What follows belongs to an exercise in optimizing a design on an open flow for small area; a production flow would make more cautious choices.
The RTL was checked by simulation tests, not by an equivalence proof against the original design.
No activity file was given, so power comes from the tool's default toggle rates.

==> flow/design.v (outline; a module is shown in full before it is edited, if it fits) <==
// module BombSquad: 3626 lines
module BombSquad(user_cred, submit_button, rotate_button, verify_button, clk, rst, timer_sevseg1, timer_sevseg2, timer_sevseg3, puzzle_sevseg1, puzzle_sevseg2, puzzle_sevseg3, puzzle_sevseg4, lcd_on, lcd_en, lcd_flag, led_g, led_r);
  // ...
==> flow/flow/run.sh <==
#!/bin/bash
# Layout flow: the standard flow (standard synthesis, floorplan, power
# grid, placement, CTS, routing) with these changes:
#  - the port buffers that global placement puts on every input and output
#    are the smallest buffer, sky130_fd_sc_hd__buf_1, instead of the cell
#    buffer_ports picks by default;
#  - clock tree synthesis runs with ORFS's usual arguments plus
#    -dont_use_dummy_load, so it adds no dummy load cells to the clock nets;
#  - floorplan removes the buffers that synthesis's ABC mapping inserted
#    (REMOVE_ABC_BUFFERS), leaving buffering to the placement repair steps.
set -euo pipefail
export BUFFER_PORTS_ARGS="-buffer_cell sky130_fd_sc_hd__buf_1"
export REMOVE_ABC_BUFFERS=1
export CTS_ARGS="-repair_clock_nets -dont_use_dummy_load -buf_list sky130_fd_sc_hd__clkbuf_8"
bash standard.sh finish > standard_flow.log 2>&1
==> flow/standard.sh <==
#!/bin/bash
# synth_recipe.tcl (not shown) runs the flow's synth.tcl, then flattens the netlist and writes it again
# the make line also repeats each setting of config.mk as NAME=value (left out here)
make -C /OpenROAD-flow-scripts/flow DESIGN_CONFIG=/design/flow/config.mk WORK_HOME=/design/flow/orfs CLKGATE_MAP_FILE= SYNTH_SCRIPT=/design/flow/synth_recipe.tcl "${@:-finish}"
==> flow/config.mk <==
export PLATFORM = sky130hd
export DESIGN_NAME = BombSquad
export DESIGN_NICKNAME = BombSquad
export VERILOG_FILES = /design/flow/design.v
export SDC_FILE = /design/flow/constraint.sdc
export NUM_CORES = 4
export LEC_CHECK = 0
export ABC_AREA = 1
export CAP_MARGIN = 20
export CORE_MARGIN = 2
export CORE_UTILIZATION = 60
export CTS_BUF_LIST = sky130_fd_sc_hd__clkbuf_8
export SLEW_MARGIN = 20
==> flow/constraint.sdc <==
create_clock -name core_clock -period 10.0 [get_ports {clk}]
set_input_delay 2.0000 -clock core_clock [delete_from_list [all_inputs] [get_ports {clk}]]
set_output_delay 2.0000 -clock core_clock [all_outputs]
set_load 0.01 [all_outputs]
==> key figures, run 1 <==
Timing
  – Max-slew violations: 0
  – Final hold slack: 0.363 ns

Finish
  – Reg area: 3120 µm²
  – Nonclk inv count: 212
  – ANT cells: 0
  – Number of non-clock buffers: 97
  – Final instance area: 9970 µm²

Placement
  – Placed cell areas: 9740 µm²
  – Post-DP HPWL: 19,900 µm

Critical path
  – FF-to-FF End: LEDDriver1.counter_21_$_SDFF_PN0_
  – Crit-path cells: ha_1 > inv_1 > nor2_1 > inv_1 > a21oi_1 > o21ai_0 > o211ai_1 > nand4_1 > a21oi_1 > buf_1
  – CP Data Arrival Time: 3.64 ns
  – CP delay by family, top: compound AO/OA/AOI/OAI gates
  – Slowest cell on the critical path: nor2_1

Floorplan
  – Die area: 16,700 µm²

Synth
  – Post-Synth XOR/XNOR Area: 0.371%
  – Yosys top cell area share: 33.1%
  – Synthesized area: 9440 µm²

Pwr
  – P_seq: 733 µW
  – Pwr top: sequential cells
  – VDD IR max: 0.000162 V

CTS
  – CTS sink cnt: 156
  – CTS Buf Count: 17
  – Postcts setup bufs: 0

Status
  – Status: no timing/DRC/antenna violations
==> run 2: changes to the inputs <==
--- a/flow/flow/run.sh
+++ b/flow/flow/run.sh
@@ -11,5 +11,5 @@
 set -euo pipefail
 export BUFFER_PORTS_ARGS="-buffer_cell sky130_fd_sc_hd__buf_1"
 export REMOVE_ABC_BUFFERS=1
-export CTS_ARGS="-repair_clock_nets -dont_use_dummy_load -buf_list sky130_fd_sc_hd__clkbuf_8"
+export CTS_ARGS="-sink_clustering_enable -repair_clock_nets -dont_use_dummy_load -buf_list sky130_fd_sc_hd__clkbuf_8"
 bash standard.sh finish > standard_flow.log 2>&1
==> key figures, run 2 <==
Status
  – Status: no timing/DRC/antenna violations

Synth
  – Yosys top cell area share: 33.1% (unchanged)
  – Count of cell types in the netlist: 54
  – Main synth FF type: dfxtp_1
  – Post-synth EDFFs: 0
  – Area leader, netlist: dfxtp_1
  – Async S/R FF share, synth: 0%
  – YS warnings: 1
  – Seq/Total Area, Yosys: 33.1%
  – Mapped Cells: 1,416
  – Ranking of synthesized cells by area: dfxtp_1 (33%), nand2_1 (11%), inv_1 (8.0%)
  – Synthesized area: 9440 µm² (unchanged)
  – Post-Syn Area per Cell: 6.66 µm²
  – Count leader, synth: nand2_1
  – #FFs+latches synth: 156
  – Commonest cells in the synthesized netlist: nand2_1 (283), inv_1 (201), nor2_1 (170)

Finish
  – Post-layout util: 65.4%
  – ANT cells: 0 (unchanged)
  – Share of layout cells above drive strength 1: 4.21%
  – Most common cell after layout, fill and taps aside: nand2_1
  – Layout Nets: 1,528
  – P&R area growth vs syn: 5.67%
  – Commonest non-fill, non-tap cells in the layout: nand2_1 (283), inv_1 (201), nor2_1 (170)

Pwr
  – VDD IR max: 0.000162 V (unchanged)
  – Flop pwr share: 47.0%
  – Internal power component: 970 µW
  – Power share of the combinational group: 30.6%
  – Pleak: 0.00424 µW
  – Clock share of power: 22.4%
  – Switching part of the total: 37.8%
  – Power Dens Cells: 156 nW/µm²
  – Sw Pwr: 589 µW

Critical path
  – Critical Path RT: 8.00 ns
  – Crit-path cells: ha_1 > inv_1 > nor2_1 > inv_1 > a21oi_1 > o21ai_0 > o211ai_1 > nand4_1 > a21oi_1 > buf_1
  – Slowest cell on the critical path: nor2_1
  – Worst-path fanout max: 14
  – FF-to-FF Start: CountdownTimer.gs_2_$_SDFF_PP0_
  – CP Data Arrival Time: 3.64 ns (about the same)
  – Setup crit end kind: output port
  – FF-to-FF End: LEDDriver1.counter_21_$_SDFF_PN0_
  – Crit path largest cell delay: 0.64 ns
  – Startpoint types: flip-flop
  – Worst-case reg-to-reg path depth: 17
  – Register-to-register setup slack: 7.13 ns
  – Kind of critical path: flip-flop to output port

Floorplan
  – Die height: 129 µm
  – Rows: 45
  – IO Pins: 100
  – Die Wd: 129 µm
  – Core area: 15,300 µm²
  – Die area: 16,700 µm² (unchanged)
  – Starting Density: 61.8%

Flow run
  – Max_cap viols: 0

CTS
  – CTS sink cnt: 156 (unchanged)
  – Clk pin slew, worst setup/hold paths: 0.10 ns
  – Postcts setup bufs: 0 (unchanged)
  – Root buf cell: clkbuf_8
  – CTS tree: built
  – Htree depth: 4
  – Post-CTS Resized: 0
  – Clock latency (worst-skew pair): 0.46 ns
  – CTS Buf Count: 17 (unchanged)
  – Hold-fix buffers, CTS: 0
  – Clock buffer depth: 2

Routing
  – Antenna-violating nets left: 0
  – Vias: 9,718
  – Post-Route WL: 26,300 µm
  – First DRT Iteration DRCs: 917
  – DRC violations left: 0
  – Drt wl/cell: 15.6 µm
  – First drt pass iteration count: 6
  – Mean number of vias per cell: 5.77

Global routing
  – First-pass GRT wire length: 42,200 µm
  – Largest net degree at the start of global routing: 34
  – Initial antenna violation count: 0
  – Vias in the first global route: 8,659
  – Remaining Overflow, GRT: 0
  – Total GRT Usage: 31.4%

Timing
  – Worst Tran Pin Value: 0.820 ns
  – Worst Skew: 0.0386 ns
  – RSZ-0062 raised after global routing: no
  – Max-slew violations: 0 (unchanged)
  – Setup TNS: 0 ns
  – Final setup fails: 0
  – Final Hold Fails: 0
  – Max_slew headroom: 45.1%
  – Final period util: 56.4%
  – Fmax: 177 MHz
  – Final min period: 5.64 ns

Placement
  – Post-DP HPWL: 19,900 µm (unchanged)
  – Number of port buffers: 92
  – Placer Congestion: 1.02

Worst hold path
  – HP Start: VerifyButton.down$_SDFF_PP0_
  – WHS Endpoint: VerifyButton.was_down$_DFF_P_
  – Worst Hold Class: flip-flop to flip-flop
  – Worst Hold Path Cells: 0
-- run 2: how the worst max path moves through the flow --
stage,slack (ns),from,cells after the start,to
floorplan,5.62,LCDController1.cap_1_$_SDFFE_PP1P_,13,lcd_flag[0]
global placement,4.95,LCDController1.cap_1_$_SDFFE_PP1P_,14,lcd_flag[0]
detailed placement,4.93,LCDController1.cap_1_$_SDFFE_PP1P_,14,lcd_flag[0]
CTS,4.41,LCDController1.cap_1_$_SDFFE_PP1P_,14,lcd_flag[0]
global route,4.01,LCDController1.cap_1_$_SDFFE_PP1P_,14,lcd_flag[2]
finish,4.36,LCDController1.cap_1_$_SDFFE_PP1P_,10,lcd_flag[6]
-- run 2: cells by family after synthesis --
group                    share of synthesized area (%)
adder cells (fa/ha/maj)                           5.17
AND/OR/NAND/NOR                                   28.3
buffers and inverters                             12.3
other                                           0.0796
XOR/XNOR                                         0.371
AO/OA/AOI/OAI                                     20.7
flip-flops                                        33.1
-- run 2: power groups by stage --
stage / Sequential [µW] / Clock [µW] / Combinational [µW]
5_1_grt: 744 / 381 / 532
2_1_floorplan: 736 / 0 / 322
4_1_cts: 733 / 355 / 464
3_5_place_dp: 746 / 0 / 462
6_report: 733 / 349 / 477
3_3_place_gp: 745 / 0 / 467
-- run 2: cell type report --
type                    count  area (µm²)
fillers                  1428        5290
multi-input cells         992        5170
flip-flops and latches    156        3120
inverters                 212         796
repair buffers             97         383
well taps                 211         264
clock buffers              17         234
-- run 2: metrics by stage --
stage | instance area [µm²] | instances | worst slack (ns) | hold slack (ns) | total power, µW
floorplan | 9090 | 1360 | 5.62 | 0.331 | 1060
global placement | 9740 | 1668 | 4.95 | 0.334 | 1210
detailed placement | 9740 | 1668 | 4.93 | 0.350 | 1210
CTS | 9970 | 1685 | 4.41 | 0.365 | 1550
global route | 9970 | 1685 | 4.01 | 0.376 | 1660
finish | 9970 | 1685 | 4.36 | 0.363 | 1560
-- run 2: per-layer routing --
layer	vias up	share of wire, %	wire length, µm	global-route usage (%)
met3	64	7.5	1960	6.03
li1	4779	-	-	-
met2	440	47	12200	51.8
met1	4435	43	11200	40.6
met4	0	3.2	852	12.8
met5	-	0	0	0
-- run 2: critical path, delay by kind of cell, from the launching register on --
family | cells | cell delay (ns)
compound gates | 4 | 0.87
simple gates | 2 | 0.79
flops | 1 | 0.63
buf+inv | 3 | 0.56
fa+ha+maj | 1 | 0.34
==> run 3: changes to the inputs <==
==> flow/flow/run.sh (replaced) <==
#!/bin/bash
# Layout flow: the standard flow (standard synthesis, floorplan, power
# grid, placement, CTS, routing) with these changes:
#  - after the standard synthesis, its combinational cells are re-mapped for
#    area by flow/remap.sh (Yosys + ABC); every flip-flop is kept exactly as
#    the standard synthesis made it (name, cell type, connections);
#  - the port buffers that global placement puts on every input and output
#    are the smallest buffer, sky130_fd_sc_hd__buf_1, instead of the cell
#    buffer_ports picks by default;
#  - floorplan removes buffers left from synthesis (REMOVE_ABC_BUFFERS),
#    leaving buffering to the placement repair steps;
#  - clock tree synthesis runs with ORFS's usual arguments plus
#    -dont_use_dummy_load, so it adds no dummy load cells to the clock nets.
# Each tool's output goes to a log file of its own in this folder.
set -euo pipefail
WORK=$(pwd)
ORFS_WORK=$(grep -o "WORK_HOME=[^ ]*" standard.sh | head -1 | cut -d= -f2- | tr -d "'")
R=$ORFS_WORK/results/$FLOW_PLATFORM/BombSquad/base
LIB=$FLOW_HOME/platforms/$FLOW_PLATFORM/lib/sky130_fd_sc_hd__tt_025C_1v80.lib
YOSYS=$FLOW_HOME/../tools/install/yosys/bin/yosys
[ -x "$YOSYS" ] || YOSYS=yosys
export BUFFER_PORTS_ARGS="-buffer_cell sky130_fd_sc_hd__buf_1"
export REMOVE_ABC_BUFFERS=1
export CTS_ARGS="-sink_clustering_enable -repair_clock_nets -dont_use_dummy_load -buf_list {sky130_fd_sc_hd__clkbuf_4 sky130_fd_sc_hd__clkbuf_8}"
# 1. standard synthesis only
bash standard.sh "$R/1_2_yosys.v" > standard_synth.log 2>&1
# 2. area re-mapping of the combinational logic
cp "$R/1_2_yosys.v" "$R/1_2_yosys_standard.v"
bash flow/remap.sh "$R/1_2_yosys_standard.v" "$R/1_2_yosys_remapped.v" "$LIB" flow/amap.abc "$YOSYS" > remap.log 2>&1
cp "$R/1_2_yosys_remapped.v" "$R/1_2_yosys.v"
touch "$R/1_2_yosys.v" "$R/1_2_yosys.sdc"
# 3. the rest of the standard flow
bash standard.sh finish > standard_flow.log 2>&1
==> flow/flow/amap.abc (new file) <==
strash
dch -f
amap
topo
==> flow/flow/remap.sh (new file) <==
#!/bin/bash
# remap.sh IN.v OUT.v LIB ABCSCRIPT YOSYS
# Re-maps the combinational cells of the standard synthesis's netlist for
# area (ABC script amap.abc), keeping every flip-flop instance exactly as the
# standard synthesis made it: same instance name, cell type, connections and
# Q net name. The combinational cells are flattened into logic, mapped again
# to the platform's cells (minus DONT_USE_CELLS), constants get tie cells and
# pass-through nets buffers, as in ORFS's synthesis.
set -euo pipefail
IN=$1; OUT=$2; LIB=$3; SCR=$4; YOSYS=$5
FLOPS=$(grep -oE "sky130_fd_sc_hd__(s?e?df[a-z]+_[0-9]+)" "$IN" | sort -u | tr '\n' ' ')
DU=""
for c in probe_p_8 probec_p_8 lpflow_bleeder_1 lpflow_clkbufkapwr_1 lpflow_clkbufkapwr_16 lpflow_clkbufkapwr_2 lpflow_clkbufkapwr_4 lpflow_clkbufkapwr_8 lpflow_clkinvkapwr_1 lpflow_clkinvkapwr_16 lpflow_clkinvkapwr_2 lpflow_clkinvkapwr_4 lpflow_clkinvkapwr_8 lpflow_decapkapwr_12 lpflow_decapkapwr_3 lpflow_decapkapwr_4 lpflow_decapkapwr_6 lpflow_decapkapwr_8 lpflow_inputiso0n_1 lpflow_inputiso0p_1 lpflow_inputiso1n_1 lpflow_inputiso1p_1 lpflow_inputisolatch_1 lpflow_isobufsrc_1 lpflow_isobufsrc_16 lpflow_isobufsrc_2 lpflow_isobufsrc_4 lpflow_isobufsrc_8 lpflow_isobufsrckapwr_16 lpflow_lsbuf_lh_hl_isowell_tap_1 lpflow_lsbuf_lh_hl_isowell_tap_2 lpflow_lsbuf_lh_hl_isowell_tap_4 lpflow_lsbuf_lh_isowell_4 lpflow_lsbuf_lh_isowell_tap_1 lpflow_lsbuf_lh_isowell_tap_2 lpflow_lsbuf_lh_isowell_tap_4; do DU="$DU -dont_use sky130_fd_sc_hd__$c"; done
KEEP=""; for f in $FLOPS; do KEEP="$KEEP setattr -mod -set keep_hierarchy 1 $f; setattr -set keep 1 t:$f %x:+[Q,Q_N] t:$f %d;"; done
BB=""; for f in $FLOPS; do BB="$BB blackbox $f;"; done
"$YOSYS" -p "read_liberty -ignore_miss_func $LIB; read_verilog $IN; hierarchy -top BombSquad; $KEEP flatten; $BB opt -purge; abc -liberty $LIB $DU -script $SCR; opt_clean -purge; hilomap -singleton -hicell sky130_fd_sc_hd__conb_1 HI -locell sky130_fd_sc_hd__conb_1 LO; splitnets; insbuf -buf sky130_fd_sc_hd__buf_1 A X; opt_clean -purge; rename -hide w:_*; select BombSquad; write_verilog -noattr -noexpr -nohex -nodec -selected $OUT; tee -o $OUT.stat stat -liberty $LIB"
==> key figures, run 3 <==
CTS
  – Postcts setup bufs: 0 (unchanged)
  – Htree depth: 4 (unchanged)
  – Hold-fix buffers, CTS: 0 (unchanged)
  – Clk pin slew, worst setup/hold paths: 0.06 ns (-0.04 ns)
  – Clock latency (worst-skew pair): 0.46 ns (about the same)
  – CTS Buf Count: 17 (unchanged)
  – Clock buffer depth: 2 (unchanged)
  – CTS tree: built
  – Post-CTS Resized: 0 (unchanged)
  – CTS sink cnt: 156 (unchanged)
  – Root buf cell: clkbuf_8

Worst hold path
  – Worst Hold Class: flip-flop to flip-flop

Floorplan
  – Core area: 13,800 µm² (-9.7%)
  – Die Wd: 122 µm (-5.6%)
  – Starting Density: 60.8% (-1.0 points)
  – IO Pins: 100 (unchanged)
  – Die height: 122 µm (-5.6%)
  – Die area: 14,900 µm² (-11%)
  – Rows: 43 (-4.4%)

Critical path
  – Worst-case reg-to-reg path depth: 27 (+10)
  – Crit-path cells: clkinv_1 > nor2_1 > clkinv_1 > nor2_1 > clkinv_1 > nor3_1 > nor2_1 > a21oi_1 > nor3_1 > a21oi_1 > nor2_1 > nor4_1 > a221oi_1 > o21ai_0 > buf_1
  – FF-to-FF Start: CountdownTimer.gs_2_$_SDFF_PP0_
  – Critical Path RT: 8.00 ns (about the same)
  – Cell mode on critical path: nor2_1
  – Worst-path fanout max: 13 (-1)
  – Setup crit end kind: output port
  – CP Data Arrival Time: 4.44 ns (+0.80 ns)
  – Register-to-register setup slack: 4.88 ns (-2.25 ns)
  – CP endpoint: lcd_flag[4]
  – Kind of critical path: flip-flop to output port
  – Startpoint types: flip-flop
  – Worst setup path startpoint: LCDController1.cap_1_$_SDFFE_PP1P_
  – Crit path largest cell delay: 0.58 ns (-0.06 ns)
  – FF-to-FF End: LEDDriver1.counter_21_$_SDFF_PN0_
  – Slowest cell on the critical path: nor3_1

Timing
  – Setup TNS: 0 ns (unchanged)
  – RSZ-0062 raised after global routing: no
  – Final setup fails: 0 (unchanged)
  – Final min period: 6.44 ns (+0.805 ns)
  – Max_slew headroom: 36.7% (-8.4 points)
  – Worst Skew: 0.0274 ns (-0.0112 ns)
  – Max-slew violations: 0 (unchanged)
  – Final hold slack: 0.354 ns (-0.00890 ns)
  – Final period util: 64.4% (+8.0 points)
  – Worst Tran Pin Value: 0.945 ns (+0.125 ns)
  – Fmax: 155 MHz (-12%)
  – Final Hold Fails: 0 (unchanged)

Finish
  – Layout Nets: 1,352 (-12%)
  – Commonest non-fill, non-tap cells in the layout: nor2_1 (298), clkinv_1 (166), dfxtp_1 (156)
  – Share of layout cells above drive strength 1: 1.80% (-2.4 points)
  – Most common cell after layout, fill and taps aside: nor2_1
  – Post-layout util: 66.5% (+1.1 points)
  – P&R area growth vs syn: 9.21%
  – ANT cells: 0 (unchanged)

Global routing
  – Initial antenna violation count: 0 (unchanged)
  – Vias in the first global route: 8,671 (+0.14%)
  – Total GRT Usage: 34.6% (+3.1 points)
  – Largest net degree at the start of global routing: 30 (-12%)
  – First-pass GRT wire length: 41,500 µm (-1.8%)
  – Remaining Overflow, GRT: 0 (unchanged)

Pwr
  – Power Dens Cells: 163 nW/µm² (+3.9%)
  – Pleak: 0.00311 µW (-27%)
  – VDD IR max: 0.000140 V (-14%)

Synth
  – Post-Syn Area per Cell: 6.74 µm² (+1.1%)
  – YS warnings: 1 (unchanged)
  – Synthesized area: 8380 µm² (-11%)
  – Mapped Cells: 1,244 (-12%)

Placement
  – Post-DP HPWL: 18,800 µm (-5.7%)
  – Placer Congestion: 1.08 (+5.8%)
  – Number of port buffers: 92 (unchanged)

Routing
  – First DRT Iteration DRCs: 1,065 (+16%)
  – Vias: 9,447 (-2.8%)
  – First drt pass iteration count: 7 (+1)
  – DRC violations left: 0 (unchanged)
  – Post-Route WL: 25,100 µm (-4.4%)
  – Mean number of vias per cell: 6.23 (+8.0%)
  – Antenna-violating nets left: 0 (unchanged)
  – Drt wl/cell: 16.6 µm (+6.2%)

Status
  – Status: no timing/DRC/antenna violations

Flow run
  – Max_cap viols: 0 (unchanged)
==> run 3: cell count changes in the layout (fill, tap and decap cells not counted), sizes merged, moves of 16 or more <==
| cell | previous run | this run |
|---|---|---|
| nor2 | 177 | 298 |
| o21ai | 145 | 91 |
| inv | 208 | 0 |
| clkinv | 4 | 166 |
| o22ai | 12 | 36 |
| nor3 | 32 | 59 |
| nand4 | 26 | 4 |
| a21oi | 91 | 75 |
| o211ai | 25 | 8 |
| ha | 39 | 0 |
| nand2 | 285 | 106 |
| nand3 | 71 | 26 |
| a211oi | 9 | 25 |
==> run 3: worst min-delay path by stage <==
stage                                      start                             to  slack [ns]  depth (start not counted)
floorplan           RotateButton.down$_SDFF_PP0_  RotateButton.was_down$_DFF_P_        0.32                          0
global placement    SubmitButton.down$_SDFF_PP0_  SubmitButton.was_down$_DFF_P_        0.33                          0
detailed placement  SubmitButton.down$_SDFF_PP0_  SubmitButton.was_down$_DFF_P_        0.34                          0
CTS                 SubmitButton.down$_SDFF_PP0_  SubmitButton.was_down$_DFF_P_        0.35                          0
global route        SubmitButton.down$_SDFF_PP0_  SubmitButton.was_down$_DFF_P_        0.37                          0
finish              SubmitButton.down$_SDFF_PP0_  SubmitButton.was_down$_DFF_P_        0.35                          0
==> run 3: stage by stage <==
| stage | cells | setup slack (ns) | power, µW | instance area, µm² |
|---|---|---|---|---|
| detailed placement | 1500 | 4.17 | 1140 | 8910 |
| finish | 1517 | 3.56 | 1490 | 9150 |
| global route | 1517 | 3.06 | 1570 | 9150 |
| floorplan | 1222 | 5.05 | 1010 | 8300 |
| global placement | 1500 | 4.06 | 1140 | 8910 |
| CTS | 1517 | 3.72 | 1480 | 9150 |
==> run 3: worst max-delay path, delay by kind of cell, from the launching register on <==
family | cells | cell delay [ns]
buf+inv | 4 | 1.15
simple gates | 7 | 1.84
compound gates | 4 | 0.58
flops | 1 | 0.42
==> run 3: per-layer routing <==
| layer | global-route usage [%] | up-vias | wire length [µm] |
|---|---|---|---|
| met5 | 0 | - | 0 |
| met4 | 16.4 | 0 | 1010 |
| met3 | 7.72 | 107 | 2320 |
| met2 | 56.6 | 553 | 11500 |
| met1 | 43.2 | 4248 | 10300 |
| li1 | - | 4539 | - |
==> run 3: final cells by class <==
class | instances | area (µm²)
fill | 1234 | 4620
multi-input combinational | 900 | 4560
sequential | 156 | 3120
inverter | 166 | 623
timing repair buffer | 98 | 390
clock buffer | 17 | 234
tap | 180 | 225
==> run 3: where the power goes <==
group	total (µW)	switching [µW]	internal, µW	leakage (µW)
sequential	719	53.8	665	0.00127
combinational	425	293	132	0.00172
clock	344	194	150	0.000122
total	1490	541	946	0.00311
==> run 4: changes to the inputs <==
--- a/flow/flow/run.sh
+++ b/flow/flow/run.sh
@@ -21,7 +21,7 @@
 [ -x "$YOSYS" ] || YOSYS=yosys
 export BUFFER_PORTS_ARGS="-buffer_cell sky130_fd_sc_hd__buf_1"
 export REMOVE_ABC_BUFFERS=1
-export CTS_ARGS="-sink_clustering_enable -repair_clock_nets -dont_use_dummy_load -buf_list {sky130_fd_sc_hd__clkbuf_4 sky130_fd_sc_hd__clkbuf_8}"
+export CTS_ARGS="-sink_clustering_enable -repair_clock_nets -dont_use_dummy_load -buf_list sky130_fd_sc_hd__clkbuf_8"
 # 1. standard synthesis only
 bash standard.sh "$R/1_2_yosys.v" > standard_synth.log 2>&1
 # 2. area re-mapping of the combinational logic
==> key figures, run 4 <==
Status
  – Status: no timing/DRC/antenna violations

Floorplan
  – Die area: 14,900 µm² (unchanged)
  – Rows: 43 (unchanged)
  – Die height: 122 µm (unchanged)
  – Starting Density: 60.8% (unchanged)
  – Die Wd: 122 µm (unchanged)
  – IO Pins: 100 (unchanged)
  – Core area: 13,800 µm² (unchanged)

Routing
  – First DRT Iteration DRCs: 1,065 (unchanged)
  – Drt wl/cell: 16.6 µm (unchanged)
  – Antenna-violating nets left: 0 (unchanged)
  – Post-Route WL: 25,100 µm (unchanged)
  – DRC violations left: 0 (unchanged)
  – First drt pass iteration count: 7 (unchanged)
  – Mean number of vias per cell: 6.23 (unchanged)
  – Vias: 9,447 (unchanged)

Pwr
  – Switching part of the total: 36.4% (unchanged)
  – Flop pwr share: 48.3% (about the same)
  – Clock share of power: 23.1% (about the same)
  – Power Dens Cells: 163 nW/µm² (unchanged)
  – Pleak: 0.00311 µW (unchanged)
  – Internal power component: 946 µW (unchanged)
  – Power share of the combinational group: 28.6% (about the same)
  – Sw Pwr: 541 µW (unchanged)
  – VDD IR max: 0.000140 V (unchanged)

Finish
  – P&R area growth vs syn: 9.21% (unchanged)
  – Reg area: 3120 µm² (unchanged)
  – ANT cells: 0 (unchanged)
  – Final instance area: 9150 µm² (unchanged)
  – Layout Nets: 1,352 (unchanged)
  – Layout fillers: 1,234 (unchanged)
  – Most common cell after layout, fill and taps aside: nor2_1
  – Commonest non-fill, non-tap cells in the layout: nor2_1 (298), clkinv_1 (166), dfxtp_1 (156)
  – Share of layout cells above drive strength 1: 1.80% (unchanged)
  – Layout Cells excl Fill: 1,517 (unchanged)
  – Area occupied by multi-input gates: 4560 µm² (unchanged)

Placement
  – Inst Count DP: 1,500 (unchanged)
  – Number of port buffers: 92 (unchanged)
  – Post-Place Setup Slack: 4.17 ns (unchanged)
  – Post-DP HPWL: 18,800 µm (unchanged)
  – Placed cell areas: 8910 µm² (unchanged)
  – Placer Congestion: 1.08 (unchanged)

Critical path
  – Critical Path RT: 8.00 ns (about the same)
  – CP Data Arrival Time: 4.44 ns (about the same)
  – Kind of critical path: flip-flop to output port
  – Setup crit end kind: output port
  – Worst-path fanout max: 13 (unchanged)
  – Worst setup path startpoint: LCDController1.cap_1_$_SDFFE_PP1P_
  – FF-to-FF Start: CountdownTimer.gs_2_$_SDFF_PP0_
  – Startpoint types: flip-flop

Timing
  – Setup ws final: 3.56 ns (unchanged)
  – Worst Skew: 0.0274 ns (unchanged)
  – Setup TNS: 0 ns (unchanged)
  – Final setup fails: 0 (unchanged)
  – Max_slew headroom: 36.7% (unchanged)
  – Final period util: 64.4% (unchanged)
  – Fmax: 155 MHz (unchanged)
  – Final Hold Fails: 0 (unchanged)
  – Max-slew violations: 0 (unchanged)
  – Worst Tran Pin Value: 0.945 ns (unchanged)
  – Final min period: 6.44 ns (unchanged)
  – RSZ-0062 raised after global routing: no

Global routing
  – Total GRT Usage: 34.6% (unchanged)
  – Remaining Overflow, GRT: 0 (unchanged)
  – Initial antenna violation count: 0 (unchanged)
  – Vias in the first global route: 8,671 (unchanged)
  – First-pass GRT wire length: 41,500 µm (unchanged)
  – Largest net degree at the start of global routing: 30 (unchanged)

Synth
  – YS warnings: 1 (unchanged)
  – Synthesized area: 8380 µm² (unchanged)
  – Mapped Cells: 1,244 (unchanged)
  – Post-Syn Area per Cell: 6.74 µm² (unchanged)

Flow run
  – Max_cap viols: 0 (unchanged)

CTS
  – CTS tree: built
  – Postcts setup bufs: 0 (unchanged)
  – CTS Buf Count: 17 (unchanged)
  – Clk pin slew, worst setup/hold paths: 0.06 ns (about the same)
  – CTS sink cnt: 156 (unchanged)
  – Root buf cell: clkbuf_8
  – Htree depth: 4 (unchanged)
  – Clock buffer depth: 2 (unchanged)
  – Clock latency (worst-skew pair): 0.46 ns (about the same)
  – Post-CTS Resized: 0 (unchanged)
  – Hold-fix buffers, CTS: 0 (unchanged)

Worst hold path
  – HP Start: SubmitButton.down$_SDFF_PP0_
  – Worst Hold Class: flip-flop to flip-flop
[run 4: stage by stage]
stage | power (µW) | hold WS [ns] | util, %
finish | 1490 | 0.354 | 66.5
global route | 1570 | 0.370 | 66.5
CTS | 1480 | 0.353 | 66.4
detailed placement | 1140 | 0.339 | 64.7
global placement | 1140 | 0.328 | 64.7
floorplan | 1010 | 0.324 | -
[run 4: area by class of cell]
| cell class | instances | area share, % |
|---|---|---|
| clock buffer | 17 | 2.56 |
| inverter | 166 | 6.81 |
| multi-input combinational | 900 | 49.8 |
| sequential | 156 | 34.1 |
| tap | 180 | 2.46 |
| timing repair buffer | 98 | 4.27 |
[run 4: critical path, cell delays in order, from the launching register on]
cell	delay (ns)
dfxtp_1	0.42
clkinv_1	0.31
nor2_1	0.35
clkinv_1	0.16
nor2_1	0.45
clkinv_1	0.51
nor3_1	0.58
nor2_1	0.13
a21oi_1	0.19
nor3_1	0.07
a21oi_1	0.12
nor2_1	0.05
nor4_1	0.21
a221oi_1	0.10
o21ai_0	0.17
buf_1	0.17
[run 4: final timing paths]
kind / end / slack, ns / cells past startpoint
max: lcd_flag[4] / 3.56 / 15
min: SubmitButton.was_down$_DFF_P_ / 0.35 / 0
max reg2reg: LEDDriver1.counter_21_$_SDFF_PN0_ / 4.88 / 27
min reg2reg: SubmitButton.was_down$_DFF_P_ / 0.35 / 0
[run 4: power groups by stage]
stage,Sequential (µW),Clock [µW],Combinational [µW]
5_1_grt,727,374,466
3_3_place_gp,729,0,415
3_5_place_dp,731,0,407
6_report,719,344,425
2_1_floorplan,719,0,291
4_1_cts,717,350,409
[run 4: metal layers]
layer  share of wire [%]  vias to the layer above  global-route usage (%)  wire [µm]
li1                    -                     4539                       -          -
met1                  41                     4248                    43.2      10300
met2                  46                      553                    56.6      11500
met3                 9.2                      107                    7.72       2320
met4                 4.0                        0                    16.4       1010
met5                   0                        -                       0          0

-- separate check: timing with driven ports --
In the flow no input, the clock included, has a driving cell. The finished layouts below were timed again as built, in two steps.
Step 1, drivers: a clkbuf_16 drives clk and a buf_2 each remaining input, both assumed.
Step 2 times the ports against the registers' clock, not the clock port: input delays grow and output delays shrink by t, the midpoint of the rising clock arrivals with the driver on.
Slacks: ideal ports / drivers / drivers and shift; pairs: ideal ports / drivers.
run | shift t [ns] | slack for setup (ns) | worst setup path at the end | pins driven straight from the clock port
run 1 | 0.475 | 4.360 / 4.319 / 4.794 | register to output | 1
run 2 | 0.475 | 4.360 / 4.319 / 4.794 | register to output | 1
run 3 | 0.483 | 3.555 / 3.516 / 3.999 | register to output | 1
run 4 | 0.483 | 3.555 / 3.516 / 3.999 | register to output | 1
After both steps every run listed still meets setup and hold.
